Source: an optimization exercise on an open RTL-to-GDS flow (aim: small area and a short achievable clock period). Production flows keep margins and buffers that such runs may drop.
The RTL was checked by simulation tests, not by an equivalence proof against the original design.
No activity file was given, so power comes from the tool's default toggle rates.

--- design.v ---
`timescale 1ns / 1ps
module ID(
    input [31:0] instr,
    output reg [6:0] op,
    output reg [2:0] fun,
    output reg [4:0] rs2,
    output reg [4:0] rs1,
    output reg [4:0] rd,
    output reg [31:0] outIns  
    );
always @(*)
begin
    op <= {instr[6:0]};
    fun <= {instr[14:12]};
    rs2 <= {instr[24:20]};
    rs1 <= {instr[19:15]};
    rd <= {instr[11:7]};
    outIns <= instr;
end
endmodule
`timescale 1ns / 1ps
module controller(
    input [6:0] op,   
    input [2:0] fun,   
    output reg Branch,
    output reg Jump,
    output reg ALUAsrc,
    output reg[1:0] ALUBsrc,
    output reg[3:0] ALUctr,
    output reg MemtoReg,
    output reg RegWr,
    output reg MemWr,
    output reg[2:0] ExtOp
    );
    reg Rtype;
    reg Itype;
    reg lui;
    reg load;
    reg store;
    reg Btype;
    reg Jtype;
always @ (*)
begin
    Rtype = ~op[6] && op[5] && op[4] && ~op[3] && ~op[2] && op[1] && op[0];
    Itype = ~op[6] && ~op[5] && op[4] && ~op[3] && ~op[2] && op[1] && op[0];
    lui = ~op[6] && op[5] && op[4] && ~op[3] && op[2] && op[1] && op[0];
    load = ~op[6] && ~op[5] && ~op[4] && ~op[3] && ~op[2] && op[1] && op[0];
    store = ~op[6] && op[5] && ~op[4] && ~op[3] && ~op[2] && op[1] && op[0];
    Btype = op[6] && op[5] && ~op[4] && ~op[3] && ~op[2] && op[1] && op[0];
    Jtype = op[6] && op[5] && ~op[4] && op[3] && op[2] && op[1] && op[0];
end
always @ (*)
begin
    RegWr <= Rtype || Itype || lui || load || Jtype;
    MemWr <= store;
    MemtoReg <= load;
    ALUctr <= {{lui || Btype}, {((Rtype || Itype) && fun[2]) || lui}, {((Rtype || Itype) && fun[1]) || lui}, {((Rtype || Itype) && fun[0]) || lui}};
    ALUBsrc <= {{Itype || lui || load || store}, {Jtype}};
    ExtOp <= {{Jtype}, {store || Btype}, {lui || Btype}};
    Branch <= Btype;
    Jump <= Jtype;
    ALUAsrc <= Jtype;
end
endmodule
`timescale 1ns / 1ps
module extender(
    input [31:0] instr,
    input [2:0] ExtOp,
    output reg[31:0] imm
    );
reg[31:0] imms[0:4];   
always @ (*)
begin
    imms[0] <= {{20{instr[31]}}, instr[31:20]};   
    imms[1] <= {instr[31:12], 12'b0};   
    imms[2] <= {{20{instr[31]}}, instr[31:25], instr[11:7]};   
    imms[3] <= {{20{instr[31]}}, instr[7], instr[30:25], instr[11:8], 1'b0};   
    imms[4] <= {{12{instr[31]}}, instr[19:12], instr[20], instr[30:21], 1'b0};   
end
always @ (*)
begin
    if(ExtOp <= 4 )
        imm <= imms[ExtOp]; 
    else
        imm <= 32'b0;
end
endmodule
`timescale 1ns / 1ps
module register_set_32(
    input rst_n,   
    input clk,   
    input [4:0] waddr,   
    input [31:0] wdata,   
    input we,   
    input [4:0] raddr1,   
    output reg[31:0] rdata1,   
    input [4:0] raddr2,   
    output reg[31:0] rdata2   
    );
reg[31:0] mem_r[0:31];   
always @ (posedge clk) 
begin
    if(rst_n)   
       begin
            if((waddr != 5'b0) && (we))   
                mem_r[waddr] <= wdata;    
       end
end
always @(*)      
begin   
    if(~rst_n)   
        rdata1 <= 32'b0;
    else
        if(raddr1 == 5'b0)   
            rdata1 <= 32'b0;
        else
            rdata1 <= mem_r[raddr1];
end
always @(*)
begin
    if(~rst_n)   
        rdata2 <= 32'b0;
    else
        if(raddr2 == 5'b0)   
            rdata2 <= 32'b0;
        else
            rdata2 <= mem_r[raddr2];
end
endmodule
`timescale 1ns / 1ps
module MUX2in(
        input  select,   
        input [31:0] in0,
        input [31:0] in1,
        output reg[31:0] out
        );
    always @(*) begin
        if(select == 1'b0)
            out <= in0;
        else
            out <= in1;
    end
endmodule
`timescale 1ns / 1ps
module MUX(
    input [1:0] select,   
    input [31:0] in0,
    input [31:0] in1,
    input [31:0] in2,
    input [31:0] in3,
    output reg[31:0] out
    );
always @(*) begin
    if(select == 2'b00)
        out = in0;
    else
        if(select == 2'b01)
            out = 32'h00000004;   
        else
            if(select == 2'b10)
                out = in2;
            else
                out = in3;
end
endmodule
`timescale 1ns / 1ps
module ALU(
    input [31:0] in_A,
    input [31:0] in_B,
    input [3:0] ALUctr,
    output reg ZERO,   
    output reg[31:0]Result
    );
reg [32:0] temp_add;
reg [32:0] temp_sub;
reg AltB;    
reg overflow;
reg AltuB;   
always @ (*)
begin
    temp_sub = in_A + ((~in_B)+1'b1);
    temp_add = in_A + in_B;
    overflow = (temp_sub[32]^((in_A[31]^in_B[31]) != temp_sub[31]));   
    AltB = (overflow^temp_sub[31]);  
    AltuB = (in_A < in_B);  
    if(ALUctr == 4'b0000)   
        Result = temp_add[31:0];
    else 
        if(ALUctr == 4'b0010)   
            Result = {31'b0, {AltB}};
        else
            if(ALUctr == 4'b0011)   
                Result = {31'b0, {AltuB}};
            else
                if(ALUctr == 4'b0110)   
                    Result = in_A | in_B;
                else
                    if(ALUctr == 4'b1000)   
                        Result = temp_sub[31:0];
                    else
                        if(ALUctr == 4'b1111)   
                            Result = in_B;
                        else
                            Result = 32'h00000000;   
    if(Result == 32'h00000000)
        ZERO = 1;
    else
        ZERO = 0;
end
endmodule
`timescale 1ns / 1ps
module next_addr(
    input [31:0]imm,
    input [31:0]addr,
    input ZERO,
    input Branch,
    input Jump,
    output reg [31:0]next_addr
    );
    reg [31:0] offset;
always @(*)
begin
    if((ZERO && Branch) || Jump)
        offset = imm;
    else
        offset = 32'h00000004;
    next_addr = addr + offset;
end
endmodule
`timescale 1ns / 1ps
module pc(
    input clk,
    input rst_n,   
    input [31:0]next_addr,
    output reg[31:0] addr
    );
always @(posedge clk)
begin
    if(~rst_n)
        addr <= 32'h00000000;
    else
        addr <= next_addr;
end
endmodule
`timescale 1ns / 1ps
module rv_core(
    input clk,
    input rst_n,                 
    output [31:0] imem_addr,     
    input  [31:0] imem_rdata,    
    output [31:0] dmem_addr,     
    output [31:0] dmem_wdata,    
    output        dmem_we,       
    input  [31:0] dmem_rdata     
    );
wire [31:0] addr;
wire [31:0] next;
wire [6:0]  op;
wire [2:0]  fun;
wire [4:0]  rs1, rs2, rd;
wire [31:0] instr;
wire Branch, Jump, ALUAsrc, MemtoReg, RegWr, MemWr;
wire [1:0] ALUBsrc;
wire [3:0] ALUctr;
wire [2:0] ExtOp;
wire [31:0] imm;
wire [31:0] rdata1, rdata2;
wire [31:0] in_A, in_B;
wire [31:0] Result;
wire ZERO;
wire [31:0] wdata;
pc pc_0(.clk(clk), .rst_n(rst_n), .next_addr(next), .addr(addr));
next_addr next_addr_0(.imm(imm), .addr(addr), .ZERO(ZERO), .Branch(Branch),
                      .Jump(Jump), .next_addr(next));
ID ID_0(.instr(imem_rdata), .op(op), .fun(fun), .rs2(rs2), .rs1(rs1), .rd(rd),
        .outIns(instr));
controller controller_0(.op(op), .fun(fun), .Branch(Branch), .Jump(Jump),
                        .ALUAsrc(ALUAsrc), .ALUBsrc(ALUBsrc), .ALUctr(ALUctr),
                        .MemtoReg(MemtoReg), .RegWr(RegWr), .MemWr(MemWr),
                        .ExtOp(ExtOp));
extender extender_0(.instr(instr), .ExtOp(ExtOp), .imm(imm));
register_set_32 register_set_32_0(.rst_n(rst_n), .clk(clk), .waddr(rd),
                                  .wdata(wdata), .we(RegWr), .raddr1(rs1),
                                  .rdata1(rdata1), .raddr2(rs2), .rdata2(rdata2));
MUX2in MUX2in_1(.select(ALUAsrc), .in0(rdata1), .in1(addr), .out(in_A));
MUX MUX_0(.select(ALUBsrc), .in0(rdata2), .in1(32'h00000000), .in2(imm),
          .in3(32'h00000000), .out(in_B));
ALU ALU_0(.in_A(in_A), .in_B(in_B), .ALUctr(ALUctr), .ZERO(ZERO), .Result(Result));
MUX2in MUX2in_0(.select(MemtoReg), .in0(Result), .in1(dmem_rdata), .out(wdata));
assign imem_addr  = addr;
assign dmem_addr  = Result;
assign dmem_wdata = rdata2;
assign dmem_we    = MemWr & rst_n;
endmodule
--- run.sh ---
#!/bin/bash
# synth_recipe.tcl (not shown) runs the flow's synth.tcl, then flattens the netlist and writes it again
# the make line also repeats each setting of config.mk as NAME=value (left out here)
make -C /OpenROAD-flow-scripts/flow DESIGN_CONFIG=/design/flow/config.mk WORK_HOME=/design/flow/orfs CLKGATE_MAP_FILE= SYNTH_SCRIPT=/design/flow/synth_recipe.tcl finish
--- config.mk ---
export PLATFORM = sky130hd
export DESIGN_NAME = rv_core
export DESIGN_NICKNAME = rv_core
export VERILOG_FILES = /design/flow/design.v
export SDC_FILE = /design/flow/constraint.sdc
export NUM_CORES = 4
export LEC_CHECK = 0
export CAP_MARGIN = 20
export CORE_MARGIN = 2
export CORE_UTILIZATION = 40
export SLEW_MARGIN = 20
--- constraint.sdc ---
create_clock -name core_clock -period 12.5 [get_ports {clk}]
set_input_delay 2.5000 -clock core_clock [delete_from_list [all_inputs] [get_ports {clk}]]
set_output_delay 2.5000 -clock core_clock [all_outputs]
set_load 0.01 [all_outputs]
==> flow_metrics.py <==
metrics = {
    "place": {
        "placed_cells": 5856,
        "io_buffers": 162,
        "place_hpwl_um": 133000,
        "routabilityCongestion": 1.01,
    },
    "sta": {
        "finClkSkew_ns": 0.0390,
        "relSlewSlack_pct": 25.6,
        "tightestPinTransition_ns": 1.11,
        "final_max_slew_viol_count": 0,
        "rsz0062_at_grt": "false",
        "hold_violations": 0,
        "finalCritPeriodShare_pct": 96.0,
        "fmax_mhz": 83.3,
        "tns_ns": 0,
        "post-route-min-period_ns": 12.00,
        "setup_viol": 0,
        "holdWs_ns": 0.769,
    },
    "synthesis": {
        "ys_seq_elements": 1056,
        "synthCells": 3607,
        "syn_area_per_cell_um2": 15.6,
        "synth_area_leaders": "edfxtp_1 (55%), mux4_2 (22%), ha_1 (2.8%), mux2i_1 (2.3%), nor2_1 (2.1%)",
        "yosysWarnings": 10,
        "ys_seq_area_share_pct": 55.8,
        "synth_cell_types": 88,
        "async_flop_share_pct": 0,
        "synth_edf_count": 1024,
        "netlist.area_leader.share_pct": 54.7,
        "synth_top_area_cell": "edfxtp_1",
        "syn_area_um2": 56200,
        "synthFlopType": "edfxtp_1",
    },
    "hold_path": {
        "hold_path_class": "flop to flop",
    },
    "power": {
        "finalPower_mw": 8.98,
        "clock_power_share_pct": 34.8,
        "p_leak_nw": 23.0,
        "switching_share_pct": 27.2,
        "power.density_nw_per_um2": 135,
        "p_int_mw": 6.54,
        "ir_drop_mv": 0.123,
        "pwr-share-comb_pct": 18.9,
        "pwr-share-seq_pct": 46.3,
        "p_switching_mw": 2.44,
    },
    "global_route": {
        "grt_max_degree": 76,
        "grt_overflow_total": 0,
        "antenna_found_initial": 5,
        "grt_pass1_wl_um": 286000,
        "grtUsageTotal_pct": 28.6,
        "grt_pass1_vias": 37100,
    },
    "layout": {
        "diodes": 0,
        "nNetsFinal": 4284,
        "final_layout_size_suffix_gt1_share_pct": 30.5,
        "instances_no_fill": 6053,
        "area_growth_pct": 18.5,
        "fillers": 12000,
    },
    "clock_tree": {
        "htreeDepth": 3,
        "cts_buffer_depth": 3,
        "cts.clk_slew.worst_paths_ns": 0.08,
        "cts_buffers": 107,
        "cts_tree": "yes",
        "cts_hold_buf": 0,
        "numClockSinks": 1056,
        "clk_latency_ns": 0.74,
        "cts_root_buf": "clkbuf_16",
    },
    "route": {
        "drtIter0Drc": 5654,
        "met1Wirelength_um": 84100,
        "wl_met2_um": 92800,
        "postRouteAntennaNets": 0,
        "vias": 38500,
        "dr_wl_met3_um": 22100,
        "drc_errors": 0,
        "top_layer": "met5",
        "wl_um": 206000,
        "firstDrtPassIters": 6,
        "wl_per_cell_um": 34.1,
        "routed_via_density": 6.36,
    },
    "critical_path": {
        "cp_max_fo": 47,
        "worst-endpoint-required_ns": 13.10,
        "crit_buf_inv": 5,
        "critPathTopFamily": "compound AO/OA/AOI/OAI gates",
        "max_stage_delay_ns": 0.65,
        "arrival_ns": 12.60,
        "path_class": "primary input to flop",
        "crit_path_end_kind": "flop",
        "startpoint_type": "primary input",
        "cp_common_cell": "o21ai_0",
        "cp_slowest_cell": "a311oi_1",
    },
    "floorplanning": {
        "die_h_um": 379,
        "start_util_pct": 40.3,
        "coreArea_um2": 140000,
        "io_pins": 163,
        "rows": 137,
        "dieArea_um2": 144000,
        "die_w_um": 379,
    },
    "run_status": {
        "status": "no timing/DRC/antenna violations",
    },
    "run": {
        "cap_violations": 0,
    },
}
==> synth_stat cells (5+ instances only) <==
library cell	n
a21oi_1	133
a21o_1	40
or2_2	11
buf_1	87
a31oi_1	14
xnor2_1	19
edfxtp_1	1024
nand2b_1	43
or4_1	5
o22ai_1	30
mux2i_1	132
clkbuf_1	163
or3_1	11
a22oi_1	27
mux4_2	551
nand3_1	33
nor2b_1	30
o21a_1	22
and3_1	16
nand3b_1	5
o221ai_1	28
dfxtp_1	32
a32o_1	10
a211oi_1	34
nor2_1	308
nor4_1	9
o221a_2	8
o41ai_1	6
a211o_1	7
buf_2	9
nor3b_1	6
and2_1	14
o211ai_1	27
o21ai_0	83
nor3_1	42
nand4_1	8
a22o_1	16
xor2_1	15
o21bai_1	11
mux2_2	35
o31ai_1	17
ha_1	126
nand2_1	145
inv_1	111
a221oi_1	19
==> state kept, by name, summed over array words and instances, names as in the netlist <==
| register | cells |
|---|---|
| register_set_32_0.mem_r | 1024 |
| pc_0.addr | 32 |
==> worst min-delay path, stage by stage, from the launching register on <==
cell and delay, ns:
dfxtp_1 0.37, inv_1 0.13, fa_1 0.18, nor2_1 0.04
==> metrics by stage <==
step	area, um2	setup WS (ns)	utilization [%]
after floorplan	56400	0.161	-
after global placement	63300	-0.300	45.3
after detailed placement	63300	-0.334	45.3
after CTS	66600	0.440	47.7
after global routing	66600	0.0583	47.8
final	66600	0.498	47.8
==> cells by family after synthesis <==
logic type	count (synthesis)	synth area share [%]
fa+ha+maj	129	2.91
buf+inv	374	2.54
mux	718	25.1
simple gates	703	5.76
flops	1056	55.8
other cells	1	0.00667
compound gates	591	7.27
xor+xnor	35	0.570
==> power groups by stage <==
stage                     combinational, mW  sequential (mW)  clock, mW
after floorplan                       0.871             4.23          0
after global placement                 1.67             4.23          0
after detailed placement               1.67             4.23          0
after CTS                              1.67             4.15       3.16
after global routing                   1.80             4.15       3.30
final                                  1.70             4.15       3.13
==> cell usage in the layout, fill, tap and decap left out, types with 41 or more instances in the layout <==
cell type | synthesis | final
mux4_2 | 551 | 551
nor2_1 | 308 | 264
mux2i_1 | 132 | 131
inv_1 | 111 | 111
nor3_1 | 42 | 41
nand2_1 | 145 | 141
ha_1 | 126 | 126
edfxtp_1 | 1024 | 1024
o21ai_0 | 83 | 82
a21oi_1 | 133 | 130
clkbuf_16 | 0 | 109
clkdlybuf4s50_1 | 0 | 152
buf_4 | 1 | 420
nand2b_1 | 43 | 43
==> metal layers <==
layer  up-vias  global-route usage (%)
li1      15700                       -
met1     20200                    41.1
met2      2276                    43.3
met3       328                    5.78
met4         4                    9.95
met5         -                       0
==> path summary, 6_finish.rpt <==
kind                                  start             to  slack (ns)  cells after the start
max                          imem_rdata[20]  pc_0.addr[30]        0.50                     37
min                            pc_0.addr[1]   pc_0.addr[1]        0.77                      3
max reg2reg  register_set_32_0.mem_r[23][2]  pc_0.addr[30]        2.55                     36
min reg2reg                    pc_0.addr[1]   pc_0.addr[1]        0.77                      3
==> area by class of cell <==
class                           instances  area, um2  share of cell area (%)
Sequential cell                      1056      31400                    47.1
Multi-Input combinational cell       2209      23900                    35.8
Timing Repair Buffer                  602       5240                    7.86
Clock buffer                          131       2810                    4.22
Tap cell                             1876       2350                    3.52
Clock inverter                         66        552                   0.828
Inverter                              113        424                   0.636
==> what timing repair did <==
item | in CTS | in global routing
setup endpoints to repair | 0 | 3
resized for setup | 0 | 2
setup buffers | 0 | 0

## port drivers added, routing unchanged
The results above use ideal ports. As a check the final layout listed here was re-extracted and re-timed, cells and wires unchanged.
Step 1: set_driving_cell puts a clkbuf_16 on clk and a buf_2 on each other input, an assumption about the parent block.
Step 2 also shifts input and output timing later by t, the mid clock arrival at the registers, as if the neighbouring blocks saw the same clock.
Three values: ideal ports, drivers, drivers and shift; two values: the first two.
t, ns: 0.810
setup WS [ns]: 0.498 / 0.445 / -0.365
hold slack, ns: 0.769 / 0.769 / 0.769
worst data-port slew with drivers (ns): 0.14
cell pins on the clock port's net: 1
Met with ideal ports but missed after step 2: setup timing in this run. For this run, drivers alone change the setup slack by -0.053 ns; drivers and shift together by -0.863 ns.
